What follows belongs to an exercise in optimizing a design on an open flow for small area; a production flow would make more cautious choices.
In this exercise RTL edits were held to simulation tests only and were not proved equivalent to the original.
No driver is modelled on the clock port, so clocking that relies on it looks cheaper here than on a real chip.
Power is estimated from default activity; no workload was simulated.

==> design/flow/design.v <==
module uart_receive (
	input            sys_clk,
	input            sys_rst,
	input            uart_r,
	output reg       uart_finish,    
	output reg [7:0] uart_data       
);
localparam [12:0] CNT_TAPS = 13'h1214;
localparam [12:0] CNT_LAST = 13'h0c5f;
localparam [12:0] CNT_ZERO = 13'h18bf;
localparam [12:0] CNT_MID  = 13'h1e4f;
reg        uart_r_0;
reg        uart_r_1;
reg        flag_r;
reg  [3:0] count_data_r;
reg [12:0] count_clk;
wire start_flag = uart_r_1 & ~uart_r_0;
wire bit_end    = (count_clk == CNT_LAST);
wire bit_mid    = (count_clk == CNT_MID);
always @(posedge sys_clk or negedge sys_rst) begin
	if (!sys_rst) begin
		uart_r_0     <= 1'b0;
		uart_r_1     <= 1'b0;
		flag_r       <= 1'b0;
		count_data_r <= 4'd0;
		uart_finish  <= 1'b0;
	end
	else begin
		uart_r_0 <= uart_r;
		uart_r_1 <= uart_r_0;
		if (start_flag)
			flag_r <= 1'b1;
		else if ((count_data_r == 4'd9) && bit_mid)
			flag_r <= 1'b0;
		if (flag_r)
			count_data_r <= count_data_r + {3'd0, bit_end};
		else
			count_data_r <= 4'd0;
		uart_finish <= (count_data_r == 4'd9);
	end
end
always @(posedge sys_clk) begin
	if (flag_r)
		count_clk <= {count_clk[11:0], (^(count_clk & CNT_TAPS)) ^ bit_end};
	else
		count_clk <= CNT_ZERO;
	if (bit_mid)
		uart_data <= {uart_r_1, uart_data[7:1]};
end
endmodule
module uart_sender (
	input            sys_clk,
	input            sys_rst,
	input            start,       
	input      [7:0] uart_data,
	output reg       uart_send
);
localparam [12:0] CNT_TAPS = 13'h1214;
localparam [12:0] CNT_LAST = 13'h0c5f;
localparam [12:0] CNT_ZERO = 13'h18bf;
localparam [12:0] CNT_MID  = 13'h1e4f;
reg        flag_s;
reg  [3:0] count_data_s;
reg [12:0] count_clk;
reg  [7:0] data_s;          
wire bit_end = (count_clk == CNT_LAST);
wire bit_mid = (count_clk == CNT_MID);
wire tx_bit = count_data_s[3] ? (count_data_s[0] | data_s[0])
                              : ((|count_data_s[2:0]) & data_s[count_data_s[2:0]]);
always @(posedge sys_clk or negedge sys_rst) begin
	if (!sys_rst) begin
		flag_s    <= 1'b0;
		uart_send <= 1'b0;
	end
	else begin
		if (start)
			flag_s <= 1'b1;
		else if ((count_data_s == 4'd9) && bit_mid)
			flag_s <= 1'b0;
		uart_send <= ~flag_s | tx_bit;
	end
end
always @(posedge sys_clk) begin
	if (flag_s) begin
		count_clk    <= {count_clk[11:0], (^(count_clk & CNT_TAPS)) ^ bit_end};
		count_data_s <= count_data_s + {3'd0, bit_end};
	end
	else begin
		count_clk    <= CNT_ZERO;
		count_data_s <= 4'd0;
	end
	if (start)
		data_s <= {uart_data[6:0], uart_data[7]};
end
endmodule
module uart_beep (
	input      sys_clk,
	input      sys_rst,
	input      start,        
	output reg beep_en
);
localparam [18:0] CNT_TAPS = 19'h40023;
localparam [18:0] CNT_LAST = 19'h42921;
localparam [18:0] CNT_ZERO = 19'h05242;
reg [18:0] count;
wire done = (count == CNT_LAST);
always @(posedge sys_clk or negedge sys_rst) begin
	if (!sys_rst)
		beep_en <= 1'b0;
	else if (start)
		beep_en <= 1'b1;
	else if (done)
		beep_en <= 1'b0;
end
always @(posedge sys_clk) begin
	if (beep_en)
		count <= {count[17:0], (^(count & CNT_TAPS)) ^ done};
	else
		count <= CNT_ZERO;
end
endmodule
module uart_scan_seg (
	input            sys_clk,
	input            sys_rst,
	input            start_l,    
	output reg [5:0] sel,
	output reg [7:0] seg_led
);
localparam [12:0] SEG_TAPS  = 13'h1046;
localparam [12:0] SEG_LAST  = 13'h0044;
localparam [12:0] SEG_RESET = 13'h1822;
localparam [22:0] WORD_TAPS  = 23'h400010;
localparam [22:0] WORD_LAST  = 23'h465779;
localparam [22:0] WORD_RESET = 23'h032bbc;
localparam [23:0] LOAD_TAPS = 24'h800043;
localparam [23:0] LOAD_LAST = 24'h140353;
localparam [23:0] LOAD_ZERO = 24'h2806a6;
localparam [2:0] D0 = 3'd0;    
localparam [2:0] D1 = 3'd1;
localparam [2:0] D2 = 3'd3;
localparam [2:0] D3 = 3'd7;
localparam [2:0] D4 = 3'd6;
localparam [2:0] D5 = 3'd4;
localparam [2:0] D6 = 3'd5;
reg [12:0] seg_cnt;
reg [22:0] word_cnt;
reg [23:0] load_cnt;
reg  [2:0] sel_l;
reg        word2_l;
reg        load_l;
reg        seen_l;
wire next_seg  = (seg_cnt == SEG_LAST);
wire next_word = (word_cnt == WORD_LAST);
wire load_done = (load_cnt == LOAD_LAST);
reg [2:0] sel_now;
always @(*) begin
	if (!next_seg)
		sel_now = sel_l;
	else case (sel_l)
		D0: sel_now = D1;
		D1: sel_now = D2;
		D2: sel_now = D3;
		D3: sel_now = D4;
		D4: sel_now = D5;
		D5: sel_now = D6;
		D6: sel_now = D1;
		default: sel_now = 3'bxxx;
	endcase
end
always @(*) begin
	case (sel_now)
		D0: sel = 6'b111111;
		D1: sel = 6'b011111;
		D2: sel = 6'b101111;
		D3: sel = 6'b110111;
		D4: sel = 6'b111011;
		D5: sel = 6'b111101;
		D6: sel = 6'b111110;
		default: sel = 6'bxxxxxx;
	endcase
end
always @(*) begin
	if (load_l)
		case (sel_l)
			D0: seg_led = 8'b1111_1111;
			D1: seg_led = 8'b1100_0111;   
			D2: seg_led = 8'b1100_0000;   
			D3: seg_led = 8'b1000_1000;   
			D4: seg_led = 8'b1010_0001;   
			D5: seg_led = 8'b1000_0110;   
			D6: seg_led = 8'b1010_0001;   
			default: seg_led = 8'bxxxx_xxxx;
		endcase
	else if (seen_l) begin
		if (!word2_l)
			case (sel_l)
				D1: seg_led = 8'b1000_0110;   
				D2: seg_led = 8'b1100_0111;   
				D3: seg_led = 8'b1000_0110;   
				D4: seg_led = 8'b1100_0110;   
				D5: seg_led = 8'b1111_1111;
				D6: seg_led = 8'b1111_1111;
				default: seg_led = 8'bxxxx_xxxx;   
			endcase
		else
			case (sel_l)
				D1: seg_led = 8'b1001_0010;   
				D2: seg_led = 8'b1001_0010;   
				D3: seg_led = 8'b1001_0010;   
				D4: seg_led = 8'b1010_0100;   
				D5: seg_led = 8'b1111_1111;
				D6: seg_led = 8'b1111_1111;
				default: seg_led = 8'bxxxx_xxxx;
			endcase
	end
	else
		seg_led = 8'b1111_1111;
end
always @(posedge sys_clk or negedge sys_rst) begin
	if (!sys_rst) begin
		seg_cnt  <= SEG_RESET;
		word_cnt <= WORD_RESET;
		sel_l    <= D0;
		word2_l  <= 1'b0;
		load_l   <= 1'b0;
		seen_l   <= 1'b0;
	end
	else begin
		seg_cnt  <= {seg_cnt[11:0], (^(seg_cnt & SEG_TAPS)) ^ next_seg};
		word_cnt <= {word_cnt[21:0], (^(word_cnt & WORD_TAPS)) ^ next_word};
		sel_l    <= sel_now;
		word2_l  <= word2_l ^ next_word;
		if (start_l)
			load_l <= 1'b1;
		else if (load_done)
			load_l <= 1'b0;
		seen_l <= seen_l | start_l;
	end
end
always @(posedge sys_clk) begin
	if (load_l)
		load_cnt <= {load_cnt[22:0], (^(load_cnt & LOAD_TAPS)) ^ load_done};
	else
		load_cnt <= LOAD_ZERO;
end
endmodule
module uart_syn (
	input            sys_clk,
	input            sys_rst,
	input            uart_r,
	output           uart_s,
	output           beep_en,
	output  [5:0]    sel,
	output  [7:0]    seg_led
);
wire [7:0] uart_data;
wire       uart_en;
reg en_1, en_2, en_3;
always @(posedge sys_clk or negedge sys_rst) begin
	if (!sys_rst) begin
		en_1 <= 1'b0;
		en_2 <= 1'b0;
		en_3 <= 1'b0;
	end
	else begin
		en_1 <= uart_en;
		en_2 <= en_1;
		en_3 <= en_2;
	end
end
wire en_rise   = en_1 & ~en_2;
wire en_fall   = ~en_1 & en_2;
wire en_rise_l = en_2 & ~en_3;
uart_receive u_uart_receive (
	.sys_clk     (sys_clk),
	.sys_rst     (sys_rst),
	.uart_r      (uart_r),
	.uart_finish (uart_en),
	.uart_data   (uart_data)
);
uart_sender u_uart_sender (
	.sys_clk   (sys_clk),
	.sys_rst   (sys_rst),
	.start     (en_rise),
	.uart_data (uart_data),
	.uart_send (uart_s)
);
uart_beep u_uart_beep (
	.sys_clk (sys_clk),
	.sys_rst (sys_rst),
	.start   (en_fall),
	.beep_en (beep_en)
);
uart_scan_seg u_uart_scan_seg (
	.sys_clk (sys_clk),
	.sys_rst (sys_rst),
	.start_l (en_rise_l),
	.sel     (sel),
	.seg_led (seg_led)
);
endmodule
==> design/flow/flow/run.sh <==
#!/bin/bash
# Standard layout, with a smaller clock tree (small clock buffers, no dummy
# loads) and the smallest buffer on each input and output port.
set -euo pipefail
export CTS_ARGS="-sink_clustering_enable -repair_clock_nets -dont_use_dummy_load -buf_list {sky130_fd_sc_hd__clkbuf_4 sky130_fd_sc_hd__clkbuf_8} -root_buf sky130_fd_sc_hd__clkbuf_8 -sink_clustering_size 30"
export BUFFER_PORTS_ARGS="-buffer_cell sky130_fd_sc_hd__buf_1"
bash standard.sh > standard.log 2>&1
==> design/flow/standard.sh <==
#!/bin/bash
# synth_recipe.tcl (not shown) runs the flow's synth.tcl, then flattens the netlist and writes it again
# the make line also repeats each setting of config.mk as NAME=value (left out here)
make -C /OpenROAD-flow-scripts/flow DESIGN_CONFIG=/design/flow/config.mk WORK_HOME=/design/flow/orfs CLKGATE_MAP_FILE= SYNTH_SCRIPT=/design/flow/synth_recipe.tcl "${@:-finish}"
==> design/flow/config.mk <==
export PLATFORM = sky130hd
export DESIGN_NAME = uart_syn
export DESIGN_NICKNAME = uart_syn
export VERILOG_FILES = /design/flow/design.v
export SDC_FILE = /design/flow/constraint.sdc
export NUM_CORES = 4
export LEC_CHECK = 0
export CAP_MARGIN = 20
export CORE_MARGIN = 2
export CORE_UTILIZATION = 60
export SLEW_MARGIN = 20
==> design/flow/constraint.sdc <==
create_clock -name core_clock -period 20.0 [get_ports {sys_clk}]
set_input_delay 4.0000 -clock core_clock [delete_from_list [all_inputs] [get_ports {sys_clk}]]
set_output_delay 4.0000 -clock core_clock [all_outputs]
set_load 0.01 [all_outputs]
==> results of run 1 <==
==> area by class of cell <==
| type | instances | area [um^2] |
|---|---|---|
| clock buffers | 17 | 234 |
| fillers | 665 | 2780 |
| inverters | 8 | 30.0 |
| multi-input cells | 234 | 1600 |
| flip-flops and latches | 145 | 3360 |
| well taps | 105 | 131 |
| repair buffers | 18 | 72.6 |
==> cells in the final DEF, fill, tap and decap left out, drive strengths merged, types with 6 or more instances in the layout <==
cell type / n
clkbuf: 18
nand2: 18
nand4: 10
nor4b: 7
nand2b: 31
nor4: 6
xor2: 7
nand3: 10
dfxtp: 73
ha: 6
edfxtp: 16
and2: 42
buf: 17
dfrtp: 41
dfstp: 15
inv: 8
o21ai: 12
a21oi: 8
nor2: 13
xnor2: 9
==> worst max-delay path: stages (launching register included) <==
cell and delay (ns):
dfrtp_1 0.92, nand2_1 0.21, o22a_1 0.24, o221a_2 0.27
buf_1 0.12
==> state kept, by name, indices dropped and copies added (netlist names), 3 cells and up <==
signal                       flops
u_uart_sender.count_clk         13
u_uart_scan_seg.word_cnt        23
u_uart_scan_seg.load_cnt        24
u_uart_scan_seg.sel_l            3
u_uart_receive.uart_data         8
u_uart_sender.count_data_s       4
u_uart_scan_seg.seg_cnt         13
u_uart_receive.count_data_r      4
u_uart_receive.count_clk        13
u_uart_beep.count               19
u_uart_sender.data_s             8
==> per-stage QoR <==
stage | worst slack, ns | util, % | cell area, um^2 | total power, mW
6_report | 13.84 | 66.1 | 5430 | 0.499
5_1_grt | 13.60 | 66.1 | 5430 | 0.522
4_1_cts | 13.80 | 66.1 | 5430 | 0.507
3_5_place_dp | 14.23 | 63.3 | 5200 | 0.346
3_3_place_gp | 14.30 | 63.3 | 5200 | 0.345
2_1_floorplan | 14.54 | - | 5070 | 0.339
==> final timing paths <==
| kind | slack, ns | depth (start not counted) | from | endpoint |
|---|---|---|---|---|
| worst max-delay path | 13.84 | 4 | u_uart_scan_seg.load_l$_DFFE_PN0P_ | seg_led[0] |
| min in group asynchronous | 3.70 | 2 | sys_rst | u_uart_scan_seg.seg_cnt[7]$_DFF_PN0_ |
| max in group asynchronous | 15.85 | 2 | sys_rst | u_uart_scan_seg.seen_l$_DFF_PN0_ |
| worst min register to register | 0.36 | 0 | u_uart_scan_seg.word_cnt[2]$_DFF_PN1_ | u_uart_scan_seg.word_cnt[3]$_DFF_PN1_ |
| worst max register to register | 18.18 | 3 | u_uart_receive.count_clk[2]$_SDFF_PN1_ | u_uart_receive.uart_data[0]$_DFFE_PP_ |
| worst min-delay path | 0.36 | 0 | u_uart_scan_seg.word_cnt[2]$_DFF_PN1_ | u_uart_scan_seg.word_cnt[3]$_DFF_PN1_ |
==> cell families after synthesis <==
kind of cell	count (synthesis)	synth area share (%)
simple gates	169	21.1
compound gates	34	4.15
xor+xnor	17	3.21
fa+ha+maj	6	1.48
other cells	1	0.0740
mux	7	1.65
flops	145	66.3
buf+inv	23	2.00
==> layer usage <==
| metal | up-vias | GRT usage, % | share of wire (%) |
|---|---|---|---|
| met4 | 0 | 5.00 | 0.93 |
| met5 | - | 0 | 0 |
| li1 | 1407 | - | - |
| met2 | 25 | 25.0 | 45 |
| met3 | 5 | 6.34 | 2.6 |
| met1 | 1360 | 24.3 | 51 |
==> report_power, final <==
| group | total [mW] | internal [mW] | switching [mW] |
|---|---|---|---|
| clock | 0.159 | 0.0749 | 0.0838 |
| combinational | 0.0201 | 0.0114 | 0.00874 |
| sequential | 0.320 | 0.310 | 0.0102 |
==> results.txt, run 1 <==
* Fraction of layout cells with a size suffix above 1 at 9.72%
* Seq cells post-synth at 145
* First-pass GRT wire length at 12000 um
* Setup Crit Path Kind: reg2out
* Crit share post-route at 30.8%
* Largest net degree at the start of global routing at 57
* GP Congestion at 0.785
* P_leak at 2.20 nW
* Syn Area/Cell at 12.6 um^2
* Post_cts resized at 0
* Hold Violations, Final at 0
* Area grow syn2layout at 7.23%
* TNS Setup at 0 ns
* Top post-synthesis cells by area: dfxtp_1 (29%), dfrtp_1 (20%), edfxtp_1 (9.5%)
* RSZ-0062 raised after global routing: false
* Max Cap Viol at 0
* PD cells at 91.7 mW/mm^2
* Outcome: finished clean
* CP Data Arrival Time at 2.16 ns
* Port bufs at 17
* Number of global-route vias before repair at 2600
* Post-route DRC violation count at 0
* GRT overflow at 0
* Die X at 95.9 um
* Core area at 0.00822 mm^2
* Nets at 433
* Post-DRT Antenna Nets at 0
* Final Max Slew Viols at 0
* Min Clock Period, post-route at 6.16 ns
* WL/cell at 13.5 um
* CP required at 16.00 ns
* Post-Syn Area at 0.00507 mm^2
* # IOs at 19
* Top cell type's share of synthesized area at 28.8%
* Post-synth ARST share at 38.6%
* Min Hold Slack at 0.355 ns
* Most common cell in the netlist: dfxtp_1
* Post-synth EDFFs at 16
* Clock Pin Slew Worst Setup and Hold Paths at 0.07 ns
* Dpl cells at 510
* Worst-Skew Late Latency at 0.41 ns
* Final Setup Violations at 0
* GRT Util Overall at 17.2%
* DRT Wirelength at 7130 um
* Root Buffer: clkbuf_8
* H-tree depth at 4
* Mapped Nets at 411
* Max IR drop VDD at 0.0000685 V
* CTS Buffer Depth at 2
* ANT cells at 0
* Seq/Total Area, Yosys at 66.3%
* Clock Sinks at 145
* Synthesized instance count at 402
* Hold Buf Count CTS at 0
* Yosys top cell by area: dfxtp_1
* Hold Crit Class: reg2reg
* Initial Utilization at 61.7%
* Most frequent cells after synthesis: dfxtp_1 (73), and2_1 (42), dfrtp_1 (41), nand2b_1 (31), nand2_1 (18)
* FP Rows at 33
* Vias per cell at 5.31
* CTS tree: yes
* TritonRoute pass-1 iters at 5
* Worst-path fanout max at 38
* Initial antenna violation count at 0
* Die area at 0.00920 mm^2
* DRT iter0 DRCs at 104
* Setup Buffers After CTS at 0
* Via count of the routed design at 2797
* Num CTS Buffers at 17
* Fmax achieved at 0.162 GHz
* Worst Tran Pin Value at 0.887 ns
* Main synth FF type: dfxtp_1
* CP endpoint kind: output pin
* Final Instance Count excl. Fillers at 527
* Skew final at 0.0210 ns
* Synth warn at 5
* DP Wirelength at 4600 um
* Crit start category: register
* Die height at 95.9 um
* Synth unique cells at 53
* Max_slew headroom at 40.8%
==> inputs of run 2 (changes only) <==
==> design/flow/run.sh (new file) <==
#!/bin/bash
# synth_recipe.tcl (not shown) runs the flow's synth.tcl, then flattens the netlist and writes it again
# the make line also repeats each setting of config.mk as NAME=value (left out here)
make -C /OpenROAD-flow-scripts/flow DESIGN_CONFIG=/design/flow/config.mk WORK_HOME=/design/flow/orfs CLKGATE_MAP_FILE= SYNTH_SCRIPT=/design/flow/synth_recipe.tcl finish
--- a/design/flow/config.mk
+++ b/design/flow/config.mk
@@ -9,3 +9,3 @@
 export CORE_MARGIN = 2
-export CORE_UTILIZATION = 60
+export CORE_UTILIZATION = 40
 export SLEW_MARGIN = 20
removed: design/flow/flow/run.sh
removed: design/flow/standard.sh
==> results.txt, run 2 <==
* Outcome: finished clean
* Most frequent cells after synthesis: dfxtp_1 (73), and2_1 (42), dfrtp_1 (41), nand2b_1 (31), nand2_1 (18)
* Final Setup Violations at 0
* # IOs at 19
* Hold Buf Count CTS at 0
* Synthesized instance count at 402
* Reg with most FFs: u_uart_scan_seg.load_cnt
* CP required at 16.00 ns
* Crit share post-route at 32.8%
* Nets at 433
* Initial antenna violation count at 0
* Main synth FF type: dfxtp_1
* Worst-path fanout max at 38
* Root Buffer: clkbuf_16
* GP Congestion at 0.768
* P_leak at 2.42 nW
* Max_slew headroom at 38.6%
* Number of global-route vias before repair at 2711
* Total power at 650 uW
* FP Rows at 41
* DR top layer: met4
* RSZ-0062 raised after global routing: false
* Setup Buffers After CTS at 0
* Largest net degree at the start of global routing at 57
* Synth unique cells at 53
* CTS tree: yes
* TNS Setup at 0 ns
* Post-synth ARST share at 38.6%
* Crit start category: register
* Synth warn at 5
* First-pass GRT wire length at 12900 um
* GRT overflow at 0
* Most frequent cells in the layout: dfxtp_1 (73), and2_1 (42), dfrtp_1 (41)
* Syn Area/Cell at 12.6 um^2
* ANT cells at 0
* CP endpoint kind: output pin
* DRT iter0 DRCs at 205
* PD cells at 109 mW/mm^2
* Top cell type's share of synthesized area at 28.8%
* Most common cell in the netlist: dfxtp_1
* WL/cell at 12.3 um
* Via count of the routed design at 2833
* Post-DRT Antenna Nets at 0
* Worst-Skew Late Latency at 0.41 ns
* Skew final at 0.00429 ns
* Max reg flops at 24
* Post-synth EDFFs at 16
* DP Wirelength at 4720 um
* Mapped Nets at 411
* Post-Syn Area at 0.00507 mm^2
* Fraction of layout cells with a size suffix above 1 at 11.9%
* CP Data Arrival Time at 2.55 ns
* Clock Pin Slew Worst Setup and Hold Paths at 0.06 ns
* Hold Crit Class: reg2reg
* Initial Utilization at 40.5%
* Largest regs: u_uart_scan_seg.load_cnt: 24 flops, u_uart_scan_seg.word_cnt: 23 flops, u_uart_beep.count: 19 flops
* Top post-synthesis cells by area: dfxtp_1 (29%), dfrtp_1 (20%), edfxtp_1 (9.5%)
* GRT Util Overall at 12.4%
* Clock Sinks at 145
* H-tree depth at 4
* Area grow syn2layout at 17.9%
* Die area at 0.0136 mm^2
* Seq cells post-synth at 145
* Core area at 0.0125 mm^2
* DRT Wirelength at 7490 um
* Yosys top cell by area: dfxtp_1
* Max IR drop VDD at 0.0000713 V
* Seq/Total Area, Yosys at 66.3%
* Die X at 117 um
* Final Max Slew Viols at 0
* Fmax achieved at 0.153 GHz
* Die height at 117 um
* Port bufs at 17
* TritonRoute pass-1 iters at 5
* Num CTS Buffers at 17
* Met3 WL at 254 um
* Setup Crit Path Kind: reg2out
* Worst Tran Pin Value at 0.921 ns
* Min Hold Slack at 0.347 ns
* Hold Violations, Final at 0
* Commonest non-fill, non-tap cell in the layout: dfxtp_1
* Min Clock Period, post-route at 6.55 ns
* WL met2 at 3260 um
* Max Cap Viol at 0
* CTS Buffer Depth at 2
* Vias per cell at 4.65
* Post-route DRC violation count at 0
* Post_cts resized at 0
* Metal-1 WL at 3840 um
==> run 2: cell counts after synthesis <==
No cell type changed its count.
==> run 2: worst max-delay path, cell delays in order, from the launching register on <==
cell and delay, ns:
dfrtp_1 0.95, nand2_1 0.21, o22a_1 0.25, o221a_2 0.26
clkdlybuf4s50_1 0.48
==> run 2: logic make-up after synthesis <==
group / count (synthesis) / share of synthesized area [%]
AND/OR/NAND/NOR: 169 / 21.1
flip-flops: 145 / 66.3
AO/OA/AOI/OAI: 34 / 4.15
buffers and inverters: 23 / 2.00
XOR/XNOR: 17 / 3.21
multiplexers: 7 / 1.65
adder cells (fa/ha/maj): 6 / 1.48
other: 1 / 0.0740
==> run 2: power by group <==
| group | internal, mW | total, mW | switching, mW |
|---|---|---|---|
| logic | 0.0115 | 0.0205 | 0.00896 |
| registers | 0.310 | 0.320 | 0.00996 |
| clock network | 0.198 | 0.310 | 0.113 |
==> run 2: metal layers <==
layer / vias to the layer above / global-route usage (%)
met2: 32 / 16.8
met3: 14 / 5.14
met4: 0 / 5.25
li1: 1426 / -
met5: - / 0
met1: 1361 / 17.5
==> run 2: path summary, 6_finish.rpt <==
kind	slack [ns]	end	depth (start not counted)	startpoint
setup reg to reg	18.19	u_uart_receive.uart_data[1]$_DFFE_PP_	3	u_uart_receive.count_clk[2]$_SDFF_PN1_
setup / recovery	13.45	seg_led[0]	4	u_uart_scan_seg.load_l$_DFFE_PN0P_
max in group asynchronous	15.83	u_uart_scan_seg.word_cnt[6]$_DFF_PN0_	2	sys_rst
hold reg to reg	0.35	en_1$_DFF_PN0_	0	u_uart_receive.uart_finish$_DFF_PN0_
hold / removal	0.35	en_1$_DFF_PN0_	0	u_uart_receive.uart_finish$_DFF_PN0_
min in group asynchronous	3.71	u_uart_scan_seg.load_l$_DFFE_PN0P_	2	sys_rst
==> run 2: cell type report <==
type	instances	area, um^2
Inverter	8	30.0
Clock buffer	20	447
Sequential cell	145	3360
Fill cell	1151	6550
Multi-Input combinational cell	234	1600
Tap cell	172	215
Clock inverter	12	141
Timing Repair Buffer	18	173
==> run 2: through the flow <==
| step | instance area, um^2 | setup slack, ns | util [%] | std cells |
|---|---|---|---|---|
| after global placement | 5380 | 13.95 | 43.0 | 577 |
| after global routing | 5970 | 13.24 | 47.7 | 609 |
| after detailed placement | 5380 | 13.87 | 43.0 | 577 |
| after floorplan | 5070 | 14.54 | - | 402 |
| after CTS | 5970 | 13.40 | 47.7 | 609 |
| final | 5970 | 13.45 | 47.7 | 609 |
==> inputs of run 3 (changes only) <==
==> design/flow/flow/run.sh (new file) <==
#!/bin/bash
# Standard layout, except:
#  - the clock tree is built by flow/cts_pre.tcl (one root and a few leaf
#    clkbuf_8 buffers) instead of TritonCTS's H-tree with dummy loads;
#  - each input and output port gets the smallest buffer (buf_1).
# make's output goes to standard.log; ORFS's per-step logs are in orfs/logs.
set -euo pipefail
export PRE_CTS_TCL="$PWD/flow/cts_pre.tcl"
export CTS_ARGS="-dont_use_dummy_load"
export BUFFER_PORTS_ARGS="-buffer_cell sky130_fd_sc_hd__buf_1"
bash standard.sh > standard.log 2>&1
==> design/flow/flow/cts_pre.tcl (new file) <==
# Runs before ORFS's CTS step: builds the clock tree by hand (the clock port
# drives one root buffer, which drives leaf buffers of at most 18 clock sinks
# each), then tells TritonCTS to leave those nets alone.
source [file join [file dirname [info script]] mtree.tcl]
manual_clock_tree sys_clk -18 sky130_fd_sc_hd__clkbuf_8 sky130_fd_sc_hd__clkbuf_8
set skip {}
foreach n [get_nets {sys_clk clknet_*}] { lappend skip [get_name $n] }
set_cts_config -skip_nets $skip
==> design/flow/flow/mtree.tcl (new file) <==
# Manual clock tree: the clock sinks are split into groups of equal size by
# position (capacity-limited k-means), each group driven by one leaf buffer
# placed at its centre.  With a root cell the clock port drives one root
# buffer that drives the leaf buffers; otherwise the port drives the leaf
# buffers itself.  A negative nleaf gives the largest group size instead.
proc manual_clock_tree {port nleaf cell {rootcell ""}} {
  set block [ord::get_db_block]
  set db [ord::get_db]
  set clknet [[$block findBTerm $port] getNet]
  set sinks {}
  foreach it [$clknet getITerms] {
    set inst [$it getInst]
    set bb [$inst getBBox]
    lappend sinks [list $it [expr {([$bb xMin]+[$bb xMax])/2.0}] [expr {([$bb yMin]+[$bb yMax])/2.0}]]
  }
  set n [llength $sinks]
  if {$nleaf <= 0} { set nleaf [expr {int(ceil($n / double(-$nleaf)))}] }
  # k-means, initial centres spread along the longer axis order
  set sorted [lsort -real -index 1 $sinks]
  set cx {}; set cy {}
  for {set k 0} {$k < $nleaf} {incr k} {
    set s [lindex $sorted [expr {int(($k+0.5)*$n/$nleaf)}]]
    lappend cx [lindex $s 1]; lappend cy [lindex $s 2]
  }
  for {set iter 0} {$iter < 50} {incr iter} {
    # capacity-limited assignment: sinks with the most to lose go first
    set cap [expr {int(ceil(double($n)/$nleaf))}]
    set order {}
    set i 0
    foreach s $sinks {
      set ds {}
      for {set k 0} {$k < $nleaf} {incr k} {
        lappend ds [list $k [expr {abs([lindex $s 1]-[lindex $cx $k]) + abs([lindex $s 2]-[lindex $cy $k])}]]
      }
      set ds [lsort -real -index 1 $ds]
      lappend order [list $i [expr {[lindex $ds 1 1]-[lindex $ds 0 1]}] $ds]
      incr i
    }
    set asg [lrepeat $n 0]
    set used [lrepeat $nleaf 0]
    foreach o [lsort -real -decreasing -index 1 $order] {
      foreach kd [lindex $o 2] {
        set k [lindex $kd 0]
        if {[lindex $used $k] < $cap} {
          lset asg [lindex $o 0] $k
          lset used $k [expr {[lindex $used $k]+1}]
          break
        }
      }
    }
    set sx [lrepeat $nleaf 0.0]; set sy [lrepeat $nleaf 0.0]; set sc [lrepeat $nleaf 0]
    foreach s $sinks a $asg {
      lset sx $a [expr {[lindex $sx $a]+[lindex $s 1]}]
      lset sy $a [expr {[lindex $sy $a]+[lindex $s 2]}]
      lset sc $a [expr {[lindex $sc $a]+1}]
    }
    for {set k 0} {$k < $nleaf} {incr k} {
      if {[lindex $sc $k] > 0} {
        lset cx $k [expr {[lindex $sx $k]/[lindex $sc $k]}]
        lset cy $k [expr {[lindex $sy $k]/[lindex $sc $k]}]
      }
    }
  }
  set master [$db findMaster $cell]
  for {set k 0} {$k < $nleaf} {incr k} {
    set buf [odb::dbInst_create $block $master "clkbuf_leaf_$k"]
    set net [odb::dbNet_create $block "clknet_leaf_$k"]
    $net setSigType CLOCK
    [$buf findITerm A] connect $clknet
    [$buf findITerm X] connect $net
    $buf setLocation [expr {int([lindex $cx $k])}] [expr {int([lindex $cy $k])}]
    $buf setPlacementStatus PLACED
    lappend nets $net
  }
  foreach s $sinks a $asg {
    set it [lindex $s 0]
    $it disconnect
    $it connect [lindex $nets $a]
  }
  if {$rootcell != ""} {
    # a root buffer between the port and the leaf buffers, at their centre
    set root [odb::dbInst_create $block [$db findMaster $rootcell] "clkbuf_root"]
    set rnet [odb::dbNet_create $block "clknet_root"]
    $rnet setSigType CLOCK
    set mx 0.0; set my 0.0
    for {set k 0} {$k < $nleaf} {incr k} {
      set mx [expr {$mx + [lindex $cx $k]/$nleaf}]; set my [expr {$my + [lindex $cy $k]/$nleaf}]
    }
    foreach it [$clknet getITerms] { $it disconnect; $it connect $rnet }
    [$root findITerm A] connect $clknet
    [$root findITerm X] connect $rnet
    $root setLocation [expr {int($mx)}] [expr {int($my)}]
    $root setPlacementStatus PLACED
  }
  puts "manual clock tree: $n sinks, $nleaf x $cell, group sizes $sc"
}
==> design/flow/standard.sh (new file) <==
#!/bin/bash
# synth_recipe.tcl (not shown) runs the flow's synth.tcl, then flattens the netlist and writes it again
# the make line also repeats each setting of config.mk as NAME=value (left out here)
make -C /OpenROAD-flow-scripts/flow DESIGN_CONFIG=/design/flow/config.mk WORK_HOME=/design/flow/orfs CLKGATE_MAP_FILE= SYNTH_SCRIPT=/design/flow/synth_recipe.tcl "${@:-finish}"
--- a/design/flow/config.mk
+++ b/design/flow/config.mk
@@ -9,3 +9,3 @@
 export CORE_MARGIN = 2
-export CORE_UTILIZATION = 40
+export CORE_UTILIZATION = 70
 export SLEW_MARGIN = 20
removed: design/flow/run.sh
==> results.txt, run 3 <==
* Outcome: finished clean
* Crit start category: register
* Via count of the routed design at 2819
* Die height at 89.1 um
* Yosys top cell by area: dfxtp_1
* Post-DRT Antenna Nets at 0
* CP required at 16.00 ns
* Post-Syn Area at 0.00507 mm^2
* Final Setup Violations at 0
* Port bufs at 17
* Initial Utilization at 71.0%
* R2R depth at 7
* Fmax achieved at 0.161 GHz
* PD cells at 86.7 mW/mm^2
* First-pass GRT wire length at 11800 um
* Vias per cell at 5.48
* TritonRoute pass-1 iters at 4
* TNS Setup at 0 ns
* Clock Pin Slew Worst Setup and Hold Paths at 0.09 ns
* Reg with most FFs: u_uart_scan_seg.load_cnt
* Fraction of layout cells with a size suffix above 1 at 8.19%
* DP Wirelength at 4700 um
* Hold Violations, Final at 0
* Synthesized instance count at 402
* Largest regs: u_uart_scan_seg.load_cnt: 24 flops, u_uart_scan_seg.word_cnt: 23 flops, u_uart_beep.count: 19 flops
* Synth unique cells at 53
* Max Cap Viol at 0
* Setup Crit Path Kind: reg2out
* Max IR drop VDD at 0.0000868 V
* CP Data Arrival Time at 2.23 ns
* Min Hold Slack at 0.355 ns
* Die area at 0.00794 mm^2
* Max reg flops at 24
* Worst Tran Pin Value at 0.953 ns
* DRT Wirelength at 7130 um
* Mapped Nets at 411
* FP Rows at 31
* Post-synth ARST share at 38.6%
* Core area at 0.00714 mm^2
* Syn Area/Cell at 12.6 um^2
* ANT cells at 0
* GP Congestion at 0.736
* Crit share post-route at 31.1%
* RSZ-0062 raised after global routing: false
* WL/cell at 13.9 um
* Setup Buffers After CTS at 0
* GRT Util Overall at 18.2%
* Top post-synthesis cells by area: dfxtp_1 (29%), dfrtp_1 (20%), edfxtp_1 (9.5%)
* Hold Buf Count CTS at 0
* Seq/Total Area, Yosys at 66.3%
* Most frequent cells in the layout: dfxtp_1 (73), and2_1 (42), dfrtp_1 (41)
* Post-synth EDFFs at 16
* Synth warn at 5
* DRT iter0 DRCs at 177
* Seq cells post-synth at 145
* Main synth FF type: dfxtp_1
* GRT overflow at 0
* Post-route DRC violation count at 0
* Die X at 89.1 um
* CP endpoint kind: output pin
* Top cell type's share of synthesized area at 28.8%
* Skew final at 0.0105 ns
* P_leak at 2.15 nW
* Initial antenna violation count at 0
* R2R setup slack at 18.19 ns
* Final Max Slew Viols at 0
* Nets at 426
* Min Clock Period, post-route at 6.23 ns
* Post_cts resized at 0
* Commonest non-fill, non-tap cell in the layout: dfxtp_1
* Worst-path fanout max at 38
* Most frequent cells after synthesis: dfxtp_1 (73), and2_1 (42), dfrtp_1 (41), nand2b_1 (31), nand2_1 (18)
* Worst-Skew Late Latency at 0.38 ns
* Number of global-route vias before repair at 2600
* Largest net degree at the start of global routing at 57
* # IOs at 19
* Hold Path Depth at 0
* Area grow syn2layout at 5.19%
* Hold Crit Class: reg2reg
* Most common cell in the netlist: dfxtp_1
* Max_slew headroom at 36.5%
[run 3: cell counts after synthesis]
No cell type changed its count.
[run 3: layout make-up]
type / instances / area, um^2
buffer: 10 / 138
fill: 503 / 1810
inverter: 8 / 30.0
sequential: 145 / 3360
tap: 99 / 124
multi-input combinational: 234 / 1600
timing repair buffer: 18 / 72.6
[run 3: worst max-delay path, cell delays in order, from the launching register on]
cell and delay, ns:
dfrtp_1 0.98, nand2_1 0.22, o22a_1 0.25, o221a_2 0.26, buf_1 0.13
[run 3: final timing paths]
| check | from | to |
|---|---|---|
| max | u_uart_scan_seg.load_l$_DFFE_PN0P_ | seg_led[0] |
| min | u_uart_receive.uart_finish$_DFF_PN0_ | en_1$_DFF_PN0_ |
| max reg2reg | u_uart_sender.count_clk[2]$_SDFF_PN1_ | u_uart_sender.count_data_s[2]$_SDFF_PN0_ |
| min reg2reg | u_uart_receive.uart_finish$_DFF_PN0_ | en_1$_DFF_PN0_ |
| max in group asynchronous | sys_rst | u_uart_receive.uart_finish$_DFF_PN0_ |
| min in group asynchronous | sys_rst | u_uart_sender.flag_s$_DFFE_PN0P_ |
[run 3: through the flow]
| stage | power, mW | instances | area [um^2] | setup slack [ns] | utilization [%] |
|---|---|---|---|---|---|
| after floorplan | 0.339 | 402 | 5070 | 14.54 | - |
| after global placement | 0.344 | 504 | 5190 | 14.32 | 72.8 |
| after detailed placement | 0.346 | 504 | 5190 | 14.21 | 72.8 |
| after CTS | 0.443 | 514 | 5330 | 14.21 | 74.7 |
| after global routing | 0.482 | 514 | 5330 | 13.63 | 74.7 |
| final | 0.462 | 514 | 5330 | 13.77 | 74.7 |
[run 3: routing by layer]
| metal | up-vias | share of wire [%] | GRT usage (%) | routed length, um |
|---|---|---|---|---|
| li1 | 1401 | - | - | - |
| met1 | 1383 | 48 | 26.6 | 3450 |
| met2 | 26 | 47 | 30.6 | 3380 |
| met3 | 9 | 2.6 | 2.12 | 186 |
| met4 | 0 | 1.5 | 2.58 | 108 |
| met5 | - | 0 | 0 | 0 |
[run 3: power by group]
part | switching, mW | internal, mW
clock network | 0.0765 | 0.0451
logic | 0.00965 | 0.0114
registers | 0.0103 | 0.309
[run 3: logic make-up after synthesis]
| kind of cell | synth area share, % |
|---|---|
| xor gates and xnor gates | 3.21 |
| other | 0.0740 |
| adders and majority gates | 1.48 |
| AOI/OAI and AO/OA | 4.15 |
| DFF | 66.3 |
| buffers and inverters | 2.00 |
| and+or+nand+nor | 21.1 |
| muxes | 1.65 |
==> inputs of run 4 (changes only) <==
--- a/design/flow/design.v
+++ b/design/flow/design.v
@@ -11,2 +11,3 @@
 localparam [12:0] CNT_MID  = 13'h1e4f;
+localparam [12:0] CNT_POL  = 13'h0aaa;
 reg        uart_r_0;
@@ -15,3 +16,4 @@
 reg  [3:0] count_data_r;
-reg [12:0] count_clk;
+reg [12:0] count_q;             
+wire [12:0] count_clk = count_q ^ CNT_POL;
 wire start_flag = uart_r_1 & ~uart_r_0;
@@ -43,5 +45,5 @@
 	if (flag_r)
-		count_clk <= {count_clk[11:0], (^(count_clk & CNT_TAPS)) ^ bit_end};
+		count_q <= {count_clk[11:0], (^(count_clk & CNT_TAPS)) ^ bit_end} ^ CNT_POL;
 	else
-		count_clk <= CNT_ZERO;
+		count_q <= CNT_ZERO ^ CNT_POL;
 	if (bit_mid)
@@ -61,5 +63,7 @@
 localparam [12:0] CNT_MID  = 13'h1e4f;
+localparam [12:0] CNT_POL  = 13'h0aaa;
 reg        flag_s;
 reg  [3:0] count_data_s;
-reg [12:0] count_clk;
+reg [12:0] count_q;             
+wire [12:0] count_clk = count_q ^ CNT_POL;
 reg  [7:0] data_s;          
@@ -84,3 +88,3 @@
 	if (flag_s) begin
-		count_clk    <= {count_clk[11:0], (^(count_clk & CNT_TAPS)) ^ bit_end};
+		count_q      <= {count_clk[11:0], (^(count_clk & CNT_TAPS)) ^ bit_end} ^ CNT_POL;
 		count_data_s <= count_data_s + {3'd0, bit_end};
@@ -88,3 +92,3 @@
 	else begin
-		count_clk    <= CNT_ZERO;
+		count_q      <= CNT_ZERO ^ CNT_POL;
 		count_data_s <= 4'd0;
@@ -101,7 +105,8 @@
 );
-localparam [18:0] CNT_TAPS = 19'h40023;
-localparam [18:0] CNT_LAST = 19'h42921;
-localparam [18:0] CNT_ZERO = 19'h05242;
+localparam [18:0] CNT_TAPS = 19'h52004;
+localparam [18:0] CNT_SKIP = 19'h44242;
+localparam [18:0] CNT_LAST = 19'h40000;
 reg [18:0] count;
 wire done = (count == CNT_LAST);
+wire fb   = (^(count & CNT_TAPS)) ^ (count == CNT_SKIP);
 always @(posedge sys_clk or negedge sys_rst) begin
@@ -114,8 +119,4 @@
 end
-always @(posedge sys_clk) begin
-	if (beep_en)
-		count <= {count[17:0], (^(count & CNT_TAPS)) ^ done};
-	else
-		count <= CNT_ZERO;
-end
+always @(posedge sys_clk)
+	count <= {count[17:0], (beep_en & ~done) ? fb : start};
 endmodule
@@ -134,5 +135,5 @@
 localparam [22:0] WORD_RESET = 23'h032bbc;
-localparam [23:0] LOAD_TAPS = 24'h800043;
-localparam [23:0] LOAD_LAST = 24'h140353;
-localparam [23:0] LOAD_ZERO = 24'h2806a6;
+localparam [23:0] LOAD_TAPS = 24'h820012;
+localparam [23:0] LOAD_SKIP = 24'hc95130;
+localparam [23:0] LOAD_LAST = 24'h800000;
 localparam [2:0] D0 = 3'd0;    
@@ -154,2 +155,3 @@
 wire load_done = (load_cnt == LOAD_LAST);
+wire load_fb   = (^(load_cnt & LOAD_TAPS)) ^ (load_cnt == LOAD_SKIP);
 reg [2:0] sel_now;
@@ -239,8 +241,4 @@
 end
-always @(posedge sys_clk) begin
-	if (load_l)
-		load_cnt <= {load_cnt[22:0], (^(load_cnt & LOAD_TAPS)) ^ load_done};
-	else
-		load_cnt <= LOAD_ZERO;
-end
+always @(posedge sys_clk)
+	load_cnt <= {load_cnt[22:0], (load_l & ~load_done) ? load_fb : start_l};
 endmodule
==> results.txt, run 4 <==
* Seq pwr share at 68.8%
* Port bufs at 17
* Worst path max stage delay at 0.50 ns
* Total power at 465 uW
* P_leak at 2.04 nW
* Min Clock Period, post-route at 6.27 ns
* Die area at 0.00741 mm^2
* Initial antenna violation count at 0
* GRT Util Overall at 20.3%
* Post-synth EDFFs at 16
* CP endpoint kind: output pin
* Worst r2r src: u_uart_sender.count_q[2]$_SDFF_PN1_
* # IOs at 19
* Area grow syn2layout at 5.62%
* Synthesized instance count at 359
* TNS Setup at 0 ns
* CP required at 16.00 ns
* Setup Buffers After CTS at 0
* R2R depth at 7
* Final worst slack at 13.73 ns
* Max Cap Viol at 0
* PD cells at 93.3 mW/mm^2
* P_int at 366 uW
* Compound-cell area share of the yosys netlist at 5.20%
* Final Setup Violations at 0
* Initial Utilization at 73.5%
* Main synth FF type: dfxtp_1
* Pre-CTS setup slack at 14.16 ns
* Buf/Inv on CP at 1
* Reg with most FFs: u_uart_scan_seg.load_cnt
* Largest family of logic cells by synthesized area: simple AND/OR/NAND/NOR gates
* Post-route DRC violation count at 0
* Setup Crit Path Kind: reg2out
* TritonRoute pass-1 iters at 4
* Seq/Total Area, Yosys at 71.3%
* Combinational share of power at 4.9%
* Crit start category: register
* Hold Buf Count CTS at 0
* Clock Pin Slew Worst Setup and Hold Paths at 0.09 ns
* Levels on crit path at 5
* Post-DRT Antenna Nets at 0
* Post-synth ARST share at 38.6%
* ANT cells at 0
* Post-Synth Adder-Cell Area at 1.06%
* First-pass GRT wire length at 12300 um
* Crit share post-route at 31.4%
* Crit path launch: u_uart_scan_seg.seg_cnt[0]$_DFF_PN0_
* Fraction of layout cells with a size suffix above 1 at 9.26%
* Slowest stage cell, crit path: nor4_1
* Reg2Reg Capture Point: u_uart_sender.count_data_s[3]$_SDFF_PN0_
* Die X at 86.1 um
* Die height at 86.1 um
* Top post-synthesis cells by area: dfxtp_1 (31%), dfrtp_1 (22%), edfxtp_1 (10%)
* CP Data Arrival Time at 2.27 ns
* CP top delay family: simple AND/OR/NAND/NOR gates
* Worst Tran Pin Value at 0.712 ns
* Skew final at 0.0108 ns
* Max_slew headroom at 52.5%
* DRT iter0 DRCs at 117
* Largest net degree at the start of global routing at 57
* Seq cells post-synth at 145
* DRT Wirelength at 7110 um
* Max IR drop VDD at 0.0000754 V
* Nets at 387
* Switching Power at 99.4 uW
* Yosys top cell by area: dfxtp_1
* Largest regs: u_uart_scan_seg.load_cnt: 24 flops, u_uart_scan_seg.word_cnt: 23 flops, u_uart_beep.count: 19 flops
* GRT overflow at 0
* Synth warn at 5
* Min Hold Slack at 0.356 ns
* Most frequent cells after synthesis: dfxtp_1 (73), dfrtp_1 (41), nand2_1 (26), nor2_1 (21), nor2b_1 (17)
* Post-Synth Simple-Gate Area at 15.8%
* Worst-path fanout max at 7
* Worst path cell trace: nor4_1 > and4b_1 > xnor2_1 > or2_1 > buf_1
* Core area at 0.00642 mm^2
* Multiplexer share of the synthesized area at 1.14%
* Post-Syn Area at 0.00472 mm^2
* Mapped Nets at 366
* R2R setup slack at 18.05 ns
* Hold Violations, Final at 0
* Number of global-route vias before repair at 2609
* Commonest non-fill, non-tap cell in the layout: dfxtp_1
* Top cell type's share of synthesized area at 31.0%
* Synth unique cells at 52
* Fmax achieved at 0.159 GHz
* Clock Power Share at 26.3%
* RSZ-0062 raised after global routing: false
* Most common cell in the netlist: dfxtp_1
* Most frequent cells in the layout: dfxtp_1 (73), dfrtp_1 (41), nand2_1 (26)
* Hold wc startpoint: u_uart_beep.count[4]$_DFF_P_
* Via count of the routed design at 2603
* Sw Share at 21.4%
* Worst-Skew Late Latency at 0.39 ns
* Vias per cell at 5.72
* Outcome: finished clean
* GP Congestion at 0.775
* FP Rows at 29
* Post_cts resized at 0
* DP Wirelength at 4830 um
* Final Max Slew Viols at 0
* WL/cell at 15.6 um
* Max reg flops at 24
* Hold Crit Class: reg2reg
* Syn Area/Cell at 13.1 um^2
* CP endpoint: sel[2]
* Synth Area in XOR/XNOR at 4.08%
==> run 4: cell types whose count changed in the layout (fill, tap and decap cells not counted), moves of 5 or more <==
cell,before,now
o21ai_0,11,3
nand3_1,10,5
nand2_1,18,26
nand2b_1,31,4
nor2_1,13,21
nor2b_1,4,17
inv_1,8,3
nor4_1,4,11
and2_1,42,6
o21ai_1,1,9
==> run 4: how the worst min path moves through the flow <==
stage	endpoint	slack [ns]	depth (start not counted)
2_1_floorplan	u_uart_beep.count[12]$_DFF_P_	0.33	0
3_3_place_gp	en_1$_DFF_PN0_	0.33	0
3_5_place_dp	u_uart_scan_seg.load_cnt[19]$_DFF_P_	0.34	0
4_1_cts	u_uart_scan_seg.load_cnt[19]$_DFF_P_	0.34	0
5_1_grt	u_uart_scan_seg.load_cnt[7]$_DFF_P_	0.36	0
6_report	u_uart_beep.count[5]$_DFF_P_	0.36	0
==> run 4: metrics by stage <==
step	util, %	instances	instance area, um^2
final	77.6	455	4980
after global routing	77.6	455	4980
after CTS	77.6	455	4980
after detailed placement	75.5	445	4850
after global placement	75.5	445	4850
after floorplan	-	359	4720
==> run 4: routing by layer <==
metal  share of wire, %  GRT usage [%]  up-vias
met5                  0              0        -
met4                2.0           3.46        0
met3                3.1           2.21       15
met2                 46           33.3       28
met1                 48           30.3     1270
li1                   -              -     1290
==> run 4: kinds of logic (layout without fill, tap and decap cells) <==
| kind of cell | after synthesis | in the layout |
|---|---|---|
| xor+xnor | 22 | 22 |
| flops | 145 | 145 |
| compound gates | 38 | 38 |
| fa+ha+maj | 4 | 4 |
| mux | 4 | 4 |
| buf+inv | 15 | 34 |
| simple gates | 130 | 130 |
| other cells | 1 | 1 |
==> run 4: final cells by class <==
type,count,area [um^2]
sequential,145,3360
fill,413,1440
multi-input combinational,199,1290
buffer,10,138
tap,77,96.3
timing repair buffer,18,72.6
inverter,6,22.5
==> run 4: worst reg2reg max path: cells and delay by family, from the launching register on <==
kind	cells	cell delay [ns]
simple gates	5	1.09
fa+ha+maj	1	0.21
flops	1	0.41
xor+xnor	1	0.14
==> run 4: power groups by stage <==
| stage | registers, mW | clock network (mW) | logic, mW |
|---|---|---|---|
| after floorplan | 0.323 | 0 | 0.0170 |
| after global placement | 0.326 | 0 | 0.0213 |
| after detailed placement | 0.326 | 0 | 0.0231 |
| after CTS | 0.326 | 0.0955 | 0.0231 |
| after global routing | 0.322 | 0.136 | 0.0262 |
| final | 0.320 | 0.122 | 0.0228 |
==> inputs of run 5 (changes only) <==
--- a/design/flow/design.v
+++ b/design/flow/design.v
@@ -7,6 +7,6 @@
 );
-localparam [12:0] CNT_TAPS = 13'h1214;
-localparam [12:0] CNT_LAST = 13'h0c5f;
-localparam [12:0] CNT_ZERO = 13'h18bf;
-localparam [12:0] CNT_MID  = 13'h1e4f;
+localparam [12:0] CNT_TAPS = 13'h1040;
+localparam [12:0] CNT_LAST = 13'h1b5a;
+localparam [12:0] CNT_ZERO = 13'h16b5;
+localparam [12:0] CNT_MID  = 13'h13d2;
 localparam [12:0] CNT_POL  = 13'h0aaa;
@@ -43,2 +43,3 @@
 end
+integer i;
 always @(posedge sys_clk) begin
@@ -48,4 +49,5 @@
 		count_q <= CNT_ZERO ^ CNT_POL;
-	if (bit_mid)
-		uart_data <= {uart_r_1, uart_data[7:1]};
+	for (i = 0; i < 8; i = i + 1)
+		if (bit_mid && (count_data_r == ((i == 0) ? 4'd8 : i)))
+			uart_data[i] <= uart_r_1;
 end
@@ -59,6 +61,6 @@
 );
-localparam [12:0] CNT_TAPS = 13'h1214;
-localparam [12:0] CNT_LAST = 13'h0c5f;
-localparam [12:0] CNT_ZERO = 13'h18bf;
-localparam [12:0] CNT_MID  = 13'h1e4f;
+localparam [12:0] CNT_TAPS = 13'h1040;
+localparam [12:0] CNT_LAST = 13'h1b5a;
+localparam [12:0] CNT_ZERO = 13'h16b5;
+localparam [12:0] CNT_MID  = 13'h13d2;
 localparam [12:0] CNT_POL  = 13'h0aaa;
@@ -68,7 +70,7 @@
 wire [12:0] count_clk = count_q ^ CNT_POL;
-reg  [7:0] data_s;          
+reg        load_bit;        
 wire bit_end = (count_clk == CNT_LAST);
 wire bit_mid = (count_clk == CNT_MID);
-wire tx_bit = count_data_s[3] ? (count_data_s[0] | data_s[0])
-                              : ((|count_data_s[2:0]) & data_s[count_data_s[2:0]]);
+wire tx_bit = (count_data_s[3] & count_data_s[0]) |
+              ((|count_data_s) & uart_data[count_data_s[2:0]]);
 always @(posedge sys_clk or negedge sys_rst) begin
@@ -83,3 +85,3 @@
 			flag_s <= 1'b0;
-		uart_send <= ~flag_s | tx_bit;
+		uart_send <= ~flag_s | (load_bit ? tx_bit : uart_send);
 	end
@@ -95,4 +97,3 @@
 	end
-	if (start)
-		data_s <= {uart_data[6:0], uart_data[7]};
+	load_bit <= start | (flag_s & bit_end);
 end
@@ -105,4 +106,4 @@
 );
-localparam [18:0] CNT_TAPS = 19'h52004;
-localparam [18:0] CNT_SKIP = 19'h44242;
+localparam [18:0] CNT_TAPS = 19'h40800;
+localparam [18:0] CNT_SKIP = 19'h0282a;
 localparam [18:0] CNT_LAST = 19'h40000;
@@ -129,5 +130,5 @@
 );
-localparam [12:0] SEG_TAPS  = 13'h1046;
-localparam [12:0] SEG_LAST  = 13'h0044;
-localparam [12:0] SEG_RESET = 13'h1822;
+localparam [12:0] SEG_TAPS  = 13'h1004;
+localparam [12:0] SEG_LAST  = 13'h1c40;
+localparam [12:0] SEG_RESET = 13'h0620;
 localparam [22:0] WORD_TAPS  = 23'h400010;
==> results.txt, run 5 <==
* Final Max Slew Viols at 0
* Post-Synth Simple-Gate Area at 19.1%
* Fmax achieved at 0.162 GHz
* WL/cell at 14.5 um
* Worst-path fanout max at 11
* Hold Buf Count CTS at 0
* CP required at 16.00 ns
* Post-Syn Area at 0.00458 mm^2
* Final Setup Violations at 0
* Largest regs: u_uart_scan_seg.load_cnt: 24 flops, u_uart_scan_seg.word_cnt: 23 flops, u_uart_beep.count: 19 flops
* Vias per cell at 5.68
* Synthesized instance count at 360
* Area of the multi-input gates at 0.00136 mm^2
* Skew final at 0.0106 ns
* Max Cap Viol at 0
* Largest net degree at the start of global routing at 57
* Worst path cell trace: nor4b_2 > nand4_1 > xnor2_1 > or2_2 > buf_1
* Die area at 0.00720 mm^2
* TritonRoute pass-1 iters at 4
* Buf/Inv on CP at 1
* Clock Pin Slew Worst Setup and Hold Paths at 0.10 ns
* Worst-Skew Late Latency at 0.37 ns
* Worst Tran Pin Value at 0.660 ns
* Initial antenna violation count at 0
* First-pass GRT wire length at 11600 um
* Die X at 84.9 um
* CP Data Arrival Time at 2.19 ns
* Yosys top cell by area: dfxtp_1
* Most common cell in the netlist: dfxtp_1
* Cell area after layout at 0.00481 mm^2
* Synth unique cells at 57
* Commonest non-fill, non-tap cell in the layout: dfxtp_1
* Cell Area, Placed at 0.00468 mm^2
* Min Clock Period, post-route at 6.19 ns
* CP endpoint kind: output pin
* Multiplexer share of the synthesized area at 1.39%
* ANT cells at 0
* Main synth FF type: dfxtp_1
* Core area at 0.00635 mm^2
* Max IR drop VDD at 0.0000808 V
* Initial Utilization at 72.1%
* CP top delay family: simple AND/OR/NAND/NOR gates
* Crit start category: register
* Setup Buffers After CTS at 0
* DRT Wirelength at 6570 um
* # IOs at 19
* Post-route DRC violation count at 0
* P_leak at 2.00 nW
* Post-Synth Adder-Cell Area at 1.09%
* Mapped Nets at 367
* Most frequent cells in the layout: dfxtp_1 (74), dfrtp_1 (42), nand2_1 (35)
* Port bufs at 17
* Top cell type's share of synthesized area at 32.4%
* GP Congestion at 0.846
* Max reg flops at 24
* Setup Crit Path Kind: reg2out
* FP Rows at 29
* Seq/Total Area, Yosys at 68.6%
* Worst path max stage delay at 0.44 ns
* DP Wirelength at 4530 um
* TNS Setup at 0 ns
* Top post-synthesis cells by area: dfxtp_1 (32%), dfrtp_1 (23%), dfstp_2 (8.0%)
* RSZ-0062 raised after global routing: false
* Crit share post-route at 31.0%
* Max_slew headroom at 56.0%
* Hold Violations, Final at 0
* Compound-cell area share of the yosys netlist at 5.28%
* Number of global-route vias before repair at 2592
* PD cells at 90.5 mW/mm^2
* Slowest stage cell, crit path: nand4_1
* GRT Util Overall at 19.0%
* Reg with most FFs: u_uart_scan_seg.load_cnt
* Fraction of layout cells with a size suffix above 1 at 9.87%
* Synth warn at 5
* Outcome: finished clean
* Die height at 84.9 um
* Syn Area/Cell at 12.7 um^2
* Via count of the routed design at 2569
* Seq cells post-synth at 138
* GRT overflow at 0
* FILL cells at 443
* Register Area at 0.00314 mm^2
* Area grow syn2layout at 5.03%
* Hold Crit Class: reg2reg
* Synth Area in XOR/XNOR at 2.68%
* Post-synth EDFFs at 8
* Post_cts resized at 0
* Post-synth ARST share at 40.6%
* Largest family of logic cells by synthesized area: simple AND/OR/NAND/NOR gates
* DRT iter0 DRCs at 140
* Post-DRT Antenna Nets at 0
* Most frequent cells after synthesis: dfxtp_1 (74), dfrtp_1 (42), nand2_1 (35), nor2b_1 (15)
* Nets at 384
-- run 5: worst register-to-register path, cell delays in order, from the launching register on --
cell	delay [ns]
dfrtp_1	0.40
nor4b_2	0.31
nand4_1	0.44
nor2_1	0.28
mux2_2	0.35
-- run 5: layout make-up --
type                    count  area share (%)
plain buffers               9            2.58
multi-input cells         205            28.2
inverters                   5           0.390
repair buffers             18            1.51
well taps                  77            2.00
flip-flops and latches    138            65.3
-- run 5: metal layers --
layer	track usage, %	share of wire, %	routed length (um)	up-vias
li1	-	-	-	1278
met1	28.9	49	3240	1234
met2	31.1	46	3030	51
met3	1.75	3.5	232	6
met4	3.03	1.0	67	0
met5	0	0	0	-
-- run 5: worst paths after layout --
check	slack, ns	depth (start not counted)	startpoint	end
worst max-delay path	13.81	5	u_uart_scan_seg.seg_cnt[4]$_DFF_PN0_	sel[2]
min in group asynchronous	3.74	2	sys_rst	u_uart_scan_seg.word_cnt[12]$_DFF_PN0_
worst min-delay path	0.36	0	u_uart_scan_seg.load_cnt[6]$_DFF_P_	u_uart_scan_seg.load_cnt[7]$_DFF_P_
worst max register to register	18.11	4	u_uart_scan_seg.seg_cnt[4]$_DFF_PN0_	u_uart_scan_seg.sel_l[2]$_DFF_PN0_
worst min register to register	0.36	0	u_uart_scan_seg.load_cnt[6]$_DFF_P_	u_uart_scan_seg.load_cnt[7]$_DFF_P_
max in group asynchronous	15.82	2	sys_rst	en_1$_DFF_PN0_
-- run 5: per-stage QoR --
stage | hold WS (ns) | instances | worst slack [ns] | power, mW | util (%)
6_report | 0.356 | 452 | 13.81 | 0.435 | 75.7
5_1_grt | 0.363 | 452 | 13.58 | 0.453 | 75.7
4_1_cts | 0.339 | 452 | 14.20 | 0.416 | 75.7
3_5_place_dp | 0.339 | 443 | 14.20 | 0.327 | 73.8
3_3_place_gp | 0.334 | 443 | 14.25 | 0.326 | 73.8
2_1_floorplan | 0.331 | 360 | 14.58 | 0.320 | -
-- run 5: kinds of logic after synthesis --
family                     after synthesis
buffers and inverters                   17
AOI/OAI and AO/OA                       36
adders and majority gates                4
muxes                                    5
xor gates and xnor gates                14
DFF                                    138
other                                    1
and+or+nand+nor                        145
-- run 5: report_power, final --
group	switching [mW]	leakage, nW	internal, mW
registers	0.0107	1.39	0.294
clock network	0.0733	0.0647	0.0409
logic	0.00811	0.543	0.00843
total	0.0921	2.00	0.343

afterwards: timing with drivers on the ports:
How much do the figures lean on ideal ports? The routed layouts below were timed once more, with nothing changed but the port constraints. Step 1 assumes that a clkbuf_16 drives the clock port and a buf_2 every other input. Step 2 moves the port delays by t, midway between the first and last clock arrival at a register: inputs arrive t later, outputs are due t later. That takes back most of the time a late clock gives input paths. Three values: ideal ports, drivers, drivers and shift; two values: the first two.
run | t (ns) | setup slack, ns | cell pins on the clock port's net
run 1 | 0.430 | 13.843 / 13.811 / 14.242 | 1
run 2 | 0.444 | 13.446 / 13.410 / 13.854 | 1
run 3 | 0.406 | 13.775 / 13.746 / 14.153 | 1
run 4 | 0.416 | 13.728 / 13.700 / 14.116 | 1
run 5 | 0.389 | 13.809 / 13.781 / 14.170 | 1
After both steps every run listed still meets setup and hold.
